From an optimization exercise on the open Yosys and OpenROAD flow, aimed at small area, a short achievable clock period and few clock cycles; shortcuts taken in it are not production practice.
In this exercise RTL edits were held to simulation tests only and were not proved equivalent to the original.
Power and IR drop assume default switching activity.

==> cedar <==
Design JAM, start of the top module:
module JAM (
    input CLK,
    input RST,
    output [2:0] W,
    output [2:0] J,
    input [6:0] Cost,
    output [3:0] MatchCount,
    output [9:0] MinCost,
    output reg Valid
);
Settings: LEC_CHECK=0, CAP_MARGIN=20, CORE_MARGIN=2, CORE_UTILIZATION=65, SETUP_SLACK_MARGIN=0.75, SLEW_MARGIN=20; clock period 4.5 ns.
run.sh (not shown) runs the stock make flow with config.mk's settings and CLKGATE_MAP_FILE= SYNTH_SCRIPT=/design/flow/synth_recipe.tcl, a recipe that flattens the netlist after the stock synthesis.
==> quartz: changes against cedar <==
SETUP_SLACK_MARGIN = 0.45   (was 0.75)
==> qor summary <==
item	quartz	cedar
Run status	no timing/DRC/antenna violations	no timing/DRC/antenna violations
Final design area excluding fillers	57900 µm²	59700 µm²
Sw Pwr	20.7 mW	21.8 mW
Power in the clock group	8.24 mW	8.26 mW
Top fanout value on the critical path	8	4
Final-layout clock-cell area share	5.76%	5.58%
Switch share	42.9%	42.7%
Via total after detailed routing	40388	40967
Data arrival, critical path	4.46 ns	2.90 ns
R2R Setup Slk	0.56 ns	0.71 ns
Sequential cell area	18200 µm²	18300 µm²
Seq power	12.0 mW	12.1 mW
Fraction of area in registers	31.5%	30.6%
Longest individual stage delay on the worst path	0.40 ns	0.34 ns
Non-clock buffer count	160	240
First-pass GRT wire length	221000 µm	223000 µm
Highest clock rate	254 MHz	263 MHz
Leak Pwr	28.6 nW	29.1 nW
DRT iter0 DRCs	3620	3396
Data required time of the worst path	5.02 ns	3.60 ns
Area used by multi-input combinational logic	31900 µm²	33100 µm²
Testbench counts of cedar, summed over its fixed seeds: cycles 1,016.
Testbench counts of quartz, summed over its fixed seeds: cycles 1,016.

==> inputs of job 8135 <==
JAM, a different RTL version from the one above (not shown whole).
make LEC_CHECK=0 CAP_MARGIN=20 CORE_MARGIN=2 CORE_UTILIZATION=58 SETUP_SLACK_MARGIN=0.6 SLEW_MARGIN=20 finish   # period 4.5 ns
==> inputs of job 9861, as changes to job 8135 <==
==> flow/config.mk (replaced) <==
export PLATFORM = sky130hd
export DESIGN_NAME = JAM
export DESIGN_NICKNAME = JAM
export VERILOG_FILES = /design/flow/design.v
export SDC_FILE = /design/flow/constraint.sdc
export NUM_CORES = 4
export LEC_CHECK = 0
export CAP_MARGIN = 20
export CORE_MARGIN = 2
export CORE_UTILIZATION = 65
export SETUP_SLACK_MARGIN = 0.6
export SLEW_MARGIN = 20
==> inputs of job 5119, as changes to job 8135 <==
--- a/flow/design.v
+++ b/flow/design.v
@@ -4,17 +4,17 @@
     output [2:0] W,
     output [2:0] J,
     input [6:0] Cost,
     output reg [3:0] MatchCount,
     output reg [9:0] MinCost,
     output reg Valid
 );
 reg [7:0] t;           
-wire [7:0] t_next = RST ? 8'd1 : (t == 8'd125 ? t : t + 8'd1);
+wire [7:0] t_next = RST ? 8'd1 : (t == 8'd126 ? t : t + 8'd1);
 always @(posedge CLK) t <= t_next;
 function [2:0] w_of(input [5:0] tt);
     begin
         case (tt)
             6'd0: w_of = 3'd1;
             6'd1: w_of = 3'd5;
             6'd2: w_of = 3'd3;
             6'd3: w_of = 3'd6;
@@ -202,161 +202,235 @@
 always @(posedge CLK) begin
     case (pn[3:0])
         4'd2, 4'd4, 4'd5, 4'd6, 4'd7, 4'd8: sel_a1_0 <= 2'd1;
         default: sel_a1_0 <= 2'd2;
     endcase
 end
 wire [6:0] a01 = ({7{sel_a1_0[0]}} & R[0][3]) | ({7{sel_a1_0[1]}} & R[0][4]);
 wire [6:0] a11 = ({7{sel_a1_0[0]}} & R[1][1]) | ({7{sel_a1_0[1]}} & R[1][2]);
-wire [6:0] a21 = ({7{sel_a1_0[0]}} & R[2][2]) | ({7{sel_a1_0[1]}} & R[2][3]);
-wire [6:0] a31 = ({7{sel_a1_0[0]}} & R[3][3]) | ({7{sel_a1_0[1]}} & R[3][4]);
+reg [1:0] sel_a1_1;
+always @(posedge CLK) begin
+    if (RST) sel_a1_1 <= 2'd0;
+    else begin
+        case (pn[3:0])
+            4'd2, 4'd4, 4'd5, 4'd6, 4'd7, 4'd8: sel_a1_1 <= 2'd1;
+            default: sel_a1_1 <= 2'd2;
+        endcase
+    end
+end
+wire [6:0] a21 = ({7{sel_a1_1[0]}} & R[2][2]) | ({7{sel_a1_1[1]}} & R[2][3]);
+wire [6:0] a31 = ({7{sel_a1_1[0]}} & R[3][3]) | ({7{sel_a1_1[1]}} & R[3][4]);
 reg [3:0] sel_a2_0;
 always @(posedge CLK) begin
     case (pn[3:0])
         4'd0, 4'd1, 4'd3: sel_a2_0 <= 4'd1;
         4'd4, 4'd6: sel_a2_0 <= 4'd2;
         4'd2, 4'd7, 4'd9: sel_a2_0 <= 4'd4;
         default: sel_a2_0 <= 4'd8;
     endcase
 end
 wire [6:0] a02 = ({7{sel_a2_0[0]}} & R[0][3]) | ({7{sel_a2_0[1]}} & R[0][5]) | ({7{sel_a2_0[2]}} & R[0][6]) | ({7{sel_a2_0[3]}} & R[0][7]);
 wire [6:0] a12 = ({7{sel_a2_0[0]}} & R[1][1]) | ({7{sel_a2_0[1]}} & R[1][3]) | ({7{sel_a2_0[2]}} & R[1][4]) | ({7{sel_a2_0[3]}} & R[1][5]);
-wire [6:0] a22 = ({7{sel_a2_0[0]}} & R[2][2]) | ({7{sel_a2_0[1]}} & R[2][4]) | ({7{sel_a2_0[2]}} & R[2][5]) | ({7{sel_a2_0[3]}} & R[2][6]);
-wire [6:0] a32 = ({7{sel_a2_0[0]}} & R[3][3]) | ({7{sel_a2_0[1]}} & R[3][5]) | ({7{sel_a2_0[2]}} & R[3][6]) | ({7{sel_a2_0[3]}} & R[3][7]);
+reg [3:0] sel_a2_1;
+always @(posedge CLK) begin
+    if (RST) sel_a2_1 <= 4'd0;
+    else begin
+        case (pn[3:0])
+            4'd0, 4'd1, 4'd3: sel_a2_1 <= 4'd1;
+            4'd4, 4'd6: sel_a2_1 <= 4'd2;
+            4'd2, 4'd7, 4'd9: sel_a2_1 <= 4'd4;
+            default: sel_a2_1 <= 4'd8;
+        endcase
+    end
+end
+wire [6:0] a22 = ({7{sel_a2_1[0]}} & R[2][2]) | ({7{sel_a2_1[1]}} & R[2][4]) | ({7{sel_a2_1[2]}} & R[2][5]) | ({7{sel_a2_1[3]}} & R[2][6]);
+wire [6:0] a32 = ({7{sel_a2_1[0]}} & R[3][3]) | ({7{sel_a2_1[1]}} & R[3][5]) | ({7{sel_a2_1[2]}} & R[3][6]) | ({7{sel_a2_1[3]}} & R[3][7]);
 reg [3:0] sel_a3_0;
 always @(posedge CLK) begin
     case (pn[3:0])
         4'd5: sel_a3_0 <= 4'd1;
         4'd1, 4'd4, 4'd8: sel_a3_0 <= 4'd2;
         4'd3, 4'd6, 4'd7, 4'd9: sel_a3_0 <= 4'd4;
         default: sel_a3_0 <= 4'd8;
     endcase
 end
 wire [6:0] a03 = ({7{sel_a3_0[0]}} & R[0][5]) | ({7{sel_a3_0[1]}} & R[0][6]) | ({7{sel_a3_0[2]}} & R[0][0]) | ({7{sel_a3_0[3]}} & R[0][1]);
 wire [6:0] a13 = ({7{sel_a3_0[0]}} & R[1][3]) | ({7{sel_a3_0[1]}} & R[1][4]) | ({7{sel_a3_0[2]}} & R[1][6]) | ({7{sel_a3_0[3]}} & R[1][7]);
-wire [6:0] a23 = ({7{sel_a3_0[0]}} & R[2][4]) | ({7{sel_a3_0[1]}} & R[2][5]) | ({7{sel_a3_0[2]}} & R[2][7]) | ({7{sel_a3_0[3]}} & R[2][0]);
-wire [6:0] a33 = ({7{sel_a3_0[0]}} & R[3][5]) | ({7{sel_a3_0[1]}} & R[3][6]) | ({7{sel_a3_0[2]}} & R[3][0]) | ({7{sel_a3_0[3]}} & R[3][1]);
+reg [3:0] sel_a3_1;
+always @(posedge CLK) begin
+    if (RST) sel_a3_1 <= 4'd0;
+    else begin
+        case (pn[3:0])
+            4'd5: sel_a3_1 <= 4'd1;
+            4'd1, 4'd4, 4'd8: sel_a3_1 <= 4'd2;
+            4'd3, 4'd6, 4'd7, 4'd9: sel_a3_1 <= 4'd4;
+            default: sel_a3_1 <= 4'd8;
+        endcase
+    end
+end
+wire [6:0] a23 = ({7{sel_a3_1[0]}} & R[2][4]) | ({7{sel_a3_1[1]}} & R[2][5]) | ({7{sel_a3_1[2]}} & R[2][7]) | ({7{sel_a3_1[3]}} & R[2][0]);
+wire [6:0] a33 = ({7{sel_a3_1[0]}} & R[3][5]) | ({7{sel_a3_1[1]}} & R[3][6]) | ({7{sel_a3_1[2]}} & R[3][0]) | ({7{sel_a3_1[3]}} & R[3][1]);
 reg [3:0] sel_b0_0;
 always @(posedge CLK) begin
     case (pn[3:0])
         4'd9: sel_b0_0 <= 4'd1;
         4'd2, 4'd7, 4'd8: sel_b0_0 <= 4'd2;
         4'd0, 4'd3, 4'd5, 4'd6: sel_b0_0 <= 4'd4;
         default: sel_b0_0 <= 4'd8;
     endcase
 end
 wire [6:0] b00 = ({7{sel_b0_0[0]}} & R[4][6]) | ({7{sel_b0_0[1]}} & R[4][7]) | ({7{sel_b0_0[2]}} & R[4][1]) | ({7{sel_b0_0[3]}} & R[4][2]);
 wire [6:0] b10 = ({7{sel_b0_0[0]}} & R[5][0]) | ({7{sel_b0_0[1]}} & R[5][1]) | ({7{sel_b0_0[2]}} & R[5][3]) | ({7{sel_b0_0[3]}} & R[5][4]);
-wire [6:0] b20 = ({7{sel_b0_0[0]}} & R[6][1]) | ({7{sel_b0_0[1]}} & R[6][2]) | ({7{sel_b0_0[2]}} & R[6][4]) | ({7{sel_b0_0[3]}} & R[6][5]);
-wire [6:0] b30 = ({7{sel_b0_0[0]}} & R[7][7]) | ({7{sel_b0_0[1]}} & R[7][0]) | ({7{sel_b0_0[2]}} & R[7][2]) | ({7{sel_b0_0[3]}} & R[7][3]);
+reg [3:0] sel_b0_1;
+always @(posedge CLK) begin
+    if (RST) sel_b0_1 <= 4'd0;
+    else begin
+        case (pn[3:0])
+            4'd9: sel_b0_1 <= 4'd1;
+            4'd2, 4'd7, 4'd8: sel_b0_1 <= 4'd2;
+            4'd0, 4'd3, 4'd5, 4'd6: sel_b0_1 <= 4'd4;
+            default: sel_b0_1 <= 4'd8;
+        endcase
+    end
+end
+wire [6:0] b20 = ({7{sel_b0_1[0]}} & R[6][1]) | ({7{sel_b0_1[1]}} & R[6][2]) | ({7{sel_b0_1[2]}} & R[6][4]) | ({7{sel_b0_1[3]}} & R[6][5]);
+wire [6:0] b30 = ({7{sel_b0_1[0]}} & R[7][7]) | ({7{sel_b0_1[1]}} & R[7][0]) | ({7{sel_b0_1[2]}} & R[7][2]) | ({7{sel_b0_1[3]}} & R[7][3]);
 reg [1:0] sel_b1_0;
 always @(posedge CLK) begin
     case (pn[3:0])
         4'd4, 4'd5, 4'd6: sel_b1_0 <= 2'd1;
         default: sel_b1_0 <= 2'd2;
     endcase
 end
 wire [6:0] b01 = ({7{sel_b1_0[0]}} & R[4][7]) | ({7{sel_b1_0[1]}} & R[4][0]);
 wire [6:0] b11 = ({7{sel_b1_0[0]}} & R[5][1]) | ({7{sel_b1_0[1]}} & R[5][2]);
-wire [6:0] b21 = ({7{sel_b1_0[0]}} & R[6][2]) | ({7{sel_b1_0[1]}} & R[6][3]);
-wire [6:0] b31 = ({7{sel_b1_0[0]}} & R[7][0]) | ({7{sel_b1_0[1]}} & R[7][1]);
+reg [1:0] sel_b1_1;
+always @(posedge CLK) begin
+    if (RST) sel_b1_1 <= 2'd0;
+    else begin
+        case (pn[3:0])
+            4'd4, 4'd5, 4'd6: sel_b1_1 <= 2'd1;
+            default: sel_b1_1 <= 2'd2;
+        endcase
+    end
+end
+wire [6:0] b21 = ({7{sel_b1_1[0]}} & R[6][2]) | ({7{sel_b1_1[1]}} & R[6][3]);
+wire [6:0] b31 = ({7{sel_b1_1[0]}} & R[7][0]) | ({7{sel_b1_1[1]}} & R[7][1]);
 reg [1:0] sel_b2_0;
 always @(posedge CLK) begin
     case (pn[3:0])
         4'd0, 4'd2, 4'd3, 4'd6, 4'd7, 4'd9: sel_b2_0 <= 2'd1;
         default: sel_b2_0 <= 2'd2;
     endcase
 end
 wire [6:0] b02 = ({7{sel_b2_0[0]}} & R[4][2]) | ({7{sel_b2_0[1]}} & R[4][4]);
 wire [6:0] b12 = ({7{sel_b2_0[0]}} & R[5][4]) | ({7{sel_b2_0[1]}} & R[5][6]);
-wire [6:0] b22 = ({7{sel_b2_0[0]}} & R[6][5]) | ({7{sel_b2_0[1]}} & R[6][7]);
-wire [6:0] b32 = ({7{sel_b2_0[0]}} & R[7][3]) | ({7{sel_b2_0[1]}} & R[7][5]);
+reg [1:0] sel_b2_1;
+always @(posedge CLK) begin
+    if (RST) sel_b2_1 <= 2'd0;
+    else begin
+        case (pn[3:0])
+            4'd0, 4'd2, 4'd3, 4'd6, 4'd7, 4'd9: sel_b2_1 <= 2'd1;
+            default: sel_b2_1 <= 2'd2;
+        endcase
+    end
+end
+wire [6:0] b22 = ({7{sel_b2_1[0]}} & R[6][5]) | ({7{sel_b2_1[1]}} & R[6][7]);
+wire [6:0] b32 = ({7{sel_b2_1[0]}} & R[7][3]) | ({7{sel_b2_1[1]}} & R[7][5]);
 reg [1:0] sel_b3_0;
 always @(posedge CLK) begin
     case (pn[3:0])
         4'd0, 4'd1, 4'd2, 4'd4, 4'd5, 4'd8: sel_b3_0 <= 2'd1;
         default: sel_b3_0 <= 2'd2;
     endcase
 end
 wire [6:0] b03 = ({7{sel_b3_0[0]}} & R[4][3]) | ({7{sel_b3_0[1]}} & R[4][4]);
 wire [6:0] b13 = ({7{sel_b3_0[0]}} & R[5][5]) | ({7{sel_b3_0[1]}} & R[5][6]);
-wire [6:0] b23 = ({7{sel_b3_0[0]}} & R[6][6]) | ({7{sel_b3_0[1]}} & R[6][7]);
-wire [6:0] b33 = ({7{sel_b3_0[0]}} & R[7][4]) | ({7{sel_b3_0[1]}} & R[7][5]);
+reg [1:0] sel_b3_1;
+always @(posedge CLK) begin
+    if (RST) sel_b3_1 <= 2'd0;
+    else begin
+        case (pn[3:0])
+            4'd0, 4'd1, 4'd2, 4'd4, 4'd5, 4'd8: sel_b3_1 <= 2'd1;
+            default: sel_b3_1 <= 2'd2;
+        endcase
+    end
+end
+wire [6:0] b23 = ({7{sel_b3_1[0]}} & R[6][6]) | ({7{sel_b3_1[1]}} & R[6][7]);
+wire [6:0] b33 = ({7{sel_b3_1[0]}} & R[7][4]) | ({7{sel_b3_1[1]}} & R[7][5]);
 wire [107:0] pa, pb;
 side_pairs UPA (.c({a33, a32, a31, a30, a23, a22, a21, a20, a13, a12, a11, a10, a03, a02, a01, a00}), .s(pa));
 side_pairs UPB (.c({b33, b32, b31, b30, b23, b22, b21, b20, b13, b12, b11, b10, b03, b02, b01, b00}), .s(pb));
 reg [107:0] pa_q, pb_q;
-reg v1, v2, v3;
+reg v1, v2, v3, v4;
 always @(posedge CLK) begin
     pa_q <= pa;
     pb_q <= pb;
     v1 <= ~RST & iv;
     v2 <= ~RST & v1;
     v3 <= ~RST & v2;
+    v4 <= ~RST & v3;
 end
 wire [38:0] ha, hb;
 side_half UHA (.s(pa_q), .h(ha));
 side_half UHB (.s(pb_q), .h(hb));
 reg [38:0] ha_q, hb_q;
 always @(posedge CLK) begin
     ha_q <= ha;
     hb_q <= hb;
 end
-wire [12:0] ma, mb;
-mc_min3 UMA (.h(ha_q), .y(ma));
-mc_min3 UMB (.h(hb_q), .y(mb));
-reg [12:0] ma_q, mb_q;
+wire [25:0] ga, gb;
+mc_comb UGA (.a(ha_q[12:0]), .b(ha_q[25:13]), .y(ga[12:0]));
+mc_comb UGB (.a(hb_q[12:0]), .b(hb_q[25:13]), .y(gb[12:0]));
+assign ga[25:13] = ha_q[38:26];
+assign gb[25:13] = hb_q[38:26];
+reg [25:0] ga_q, gb_q;
 always @(posedge CLK) begin
-    ma_q <= ma;
-    mb_q <= mb;
+    ga_q <= ga;
+    gb_q <= gb;
+end
+wire [12:0] ma, mb;
+mc_comb UMA (.a(ga_q[12:0]), .b(ga_q[25:13]), .y(ma));
+mc_comb UMB (.a(gb_q[12:0]), .b(gb_q[25:13]), .y(mb));
+reg [9:0] cand;
+reg [3:0] ka, kb;
+always @(posedge CLK) begin
+    cand <= {1'b0, ma[8:0]} + {1'b0, mb[8:0]};
+    ka <= ma[12:9];
+    kb <= mb[12:9];
 end
-wire [9:0] cand = {1'b0, ma_q[8:0]} + {1'b0, mb_q[8:0]};
-wire [3:0] cc = ma_q[12:9] * mb_q[12:9];
+wire [3:0] cc = ka * kb;
 always @(posedge CLK) begin
     if (RST) begin
         MinCost <= 10'h3ff;
         MatchCount <= 4'd0;
         Valid <= 1'b0;
     end else begin
-        if (v3) begin
+        if (v4) begin
             if (cand < MinCost) begin
                 MinCost <= cand;
                 MatchCount <= cc;
             end else if (cand == MinCost) begin
                 MatchCount <= MatchCount + cc;
             end
         end
-        Valid <= (t == 8'd124);
+        Valid <= (t == 8'd125);
     end
 end
 endmodule
 module mc_comb (
     input  [12:0] a,
     input  [12:0] b,
     output [12:0] y
 );
 wire lt = a[8:0] < b[8:0];
 wire eq = a[8:0] == b[8:0];
 assign y = eq ? {a[12:9] + b[12:9], a[8:0]} : (lt ? a : b);
 endmodule
-module mc_min3 (
-    input  [38:0] h,
-    output [12:0] y
-);
-wire [8:0] x0 = h[8:0], x1 = h[21:13], x2 = h[34:26];
-wire [3:0] k0 = h[12:9], k1 = h[25:22], k2 = h[38:35];
-wire l01 = x0 < x1, l02 = x0 < x2, l12 = x1 < x2;
-wire e01 = x0 == x1, e02 = x0 == x2, e12 = x1 == x2;
-wire m0 = (l01 | e01) & (l02 | e02);         
-wire m1 = ~l01 & (l12 | e12);                
-wire m2 = ~l02 & ~l12;                       
-assign y[8:0] = m0 ? x0 : (m1 ? x1 : x2);
-assign y[12:9] = ({4{m0}} & k0) + ({4{m1}} & k1) + ({4{m2}} & k2);
-endmodule
 module side_pairs (
     input  [111:0] c,       
     output [107:0] s        
 );
 function [8:0] pair;        
     input [6:0] x0, y1, y0, x1;    
     reg [7:0] u, v;
     begin
==> flow/config.mk (replaced) <==
export PLATFORM = sky130hd
export DESIGN_NAME = JAM
export DESIGN_NICKNAME = JAM
export VERILOG_FILES = /design/flow/design.v
export SDC_FILE = /design/flow/constraint.sdc
export NUM_CORES = 4
export LEC_CHECK = 0
export CAP_MARGIN = 20
export CORE_MARGIN = 2
export CORE_UTILIZATION = 65
export SETUP_SLACK_MARGIN = 0.6
export SLEW_MARGIN = 20
==> summary.md <==
| Metric | Value |
|---|---|
| Area growth, synth to finish | `13.1%` |
| Routability-driven placement congestion ratio | `0.993` |
| Area of the multi-input gates | `0.0322 sq mm` |
| Seq cells post-synth | `823` |
| Status | `complete, no violations` |
| Die height | `298 um` |
| Vias | `39.3k` |
| Commonest non-fill, non-tap cell in the layout | `ha_1` |
Source of the figures above: job 8135

==> summary.md <==
| Metric | Value |
|---|---|
| Status | `complete, no violations` |
| Seq cells post-synth | `888` |
| Routability-driven placement congestion ratio | `1.00` |
| Area of the multi-input gates | `0.0316 sq mm` |
| Commonest non-fill, non-tap cell in the layout | `dfxtp_1` |
| Die height | `285 um` |
Source of the figures above: job 5119

==> summary.md <==
| Metric | Value |
|---|---|
| Status | `complete, no violations` |
| Seq cells post-synth | `823` |
| Vias | `40.4k` |
| Die height | `282 um` |
| Commonest non-fill, non-tap cell in the layout | `ha_1` |
| Routability-driven placement congestion ratio | `1.06` |
| Area of the multi-input gates | `0.0320 sq mm` |
| Area growth, synth to finish | `11.8%` |
Source of the figures above: job 9861

Testbench counts of job 8135, summed over its fixed seeds: cycles 1,008.
Testbench counts of job 9861, summed over its fixed seeds: cycles 1,008.
Testbench counts of job 5119, summed over its fixed seeds: cycles 1,016.

## re-timing with driven ports
In the flow no input, the clock included, has a driving cell. The finished layouts below were timed again as built, in two steps. Step 1, drivers: a clkbuf_16 drives CLK and a buf_2 each remaining input, both assumed. Step 2 moves the port delays by t, midway between the first and last clock arrival at a register: inputs arrive t later, outputs are due t later. That takes back most of the time a late clock gives input paths. a / b / c = ideal / step 1 / step 2; a / b = the first two.
run | t (ns) | setup slack, ns | latest minus earliest clock arrival (ns)
cedar | 0.734 | 0.699 / 0.628 / 0.709 | 0.042 / 0.041
quartz | 0.728 | 0.560 / 0.500 / 0.560 | 0.036 / 0.036
job 8135 | 0.719 | 0.671 / 0.671 / 0.671 | 0.032 / 0.032
job 9861 | 0.713 | 0.632 / 0.632 / 0.632 | 0.034 / 0.034
job 5119 | 0.730 | 0.690 / 0.690 / 0.690 | 0.031 / 0.031
After both steps every run listed still meets setup and hold.
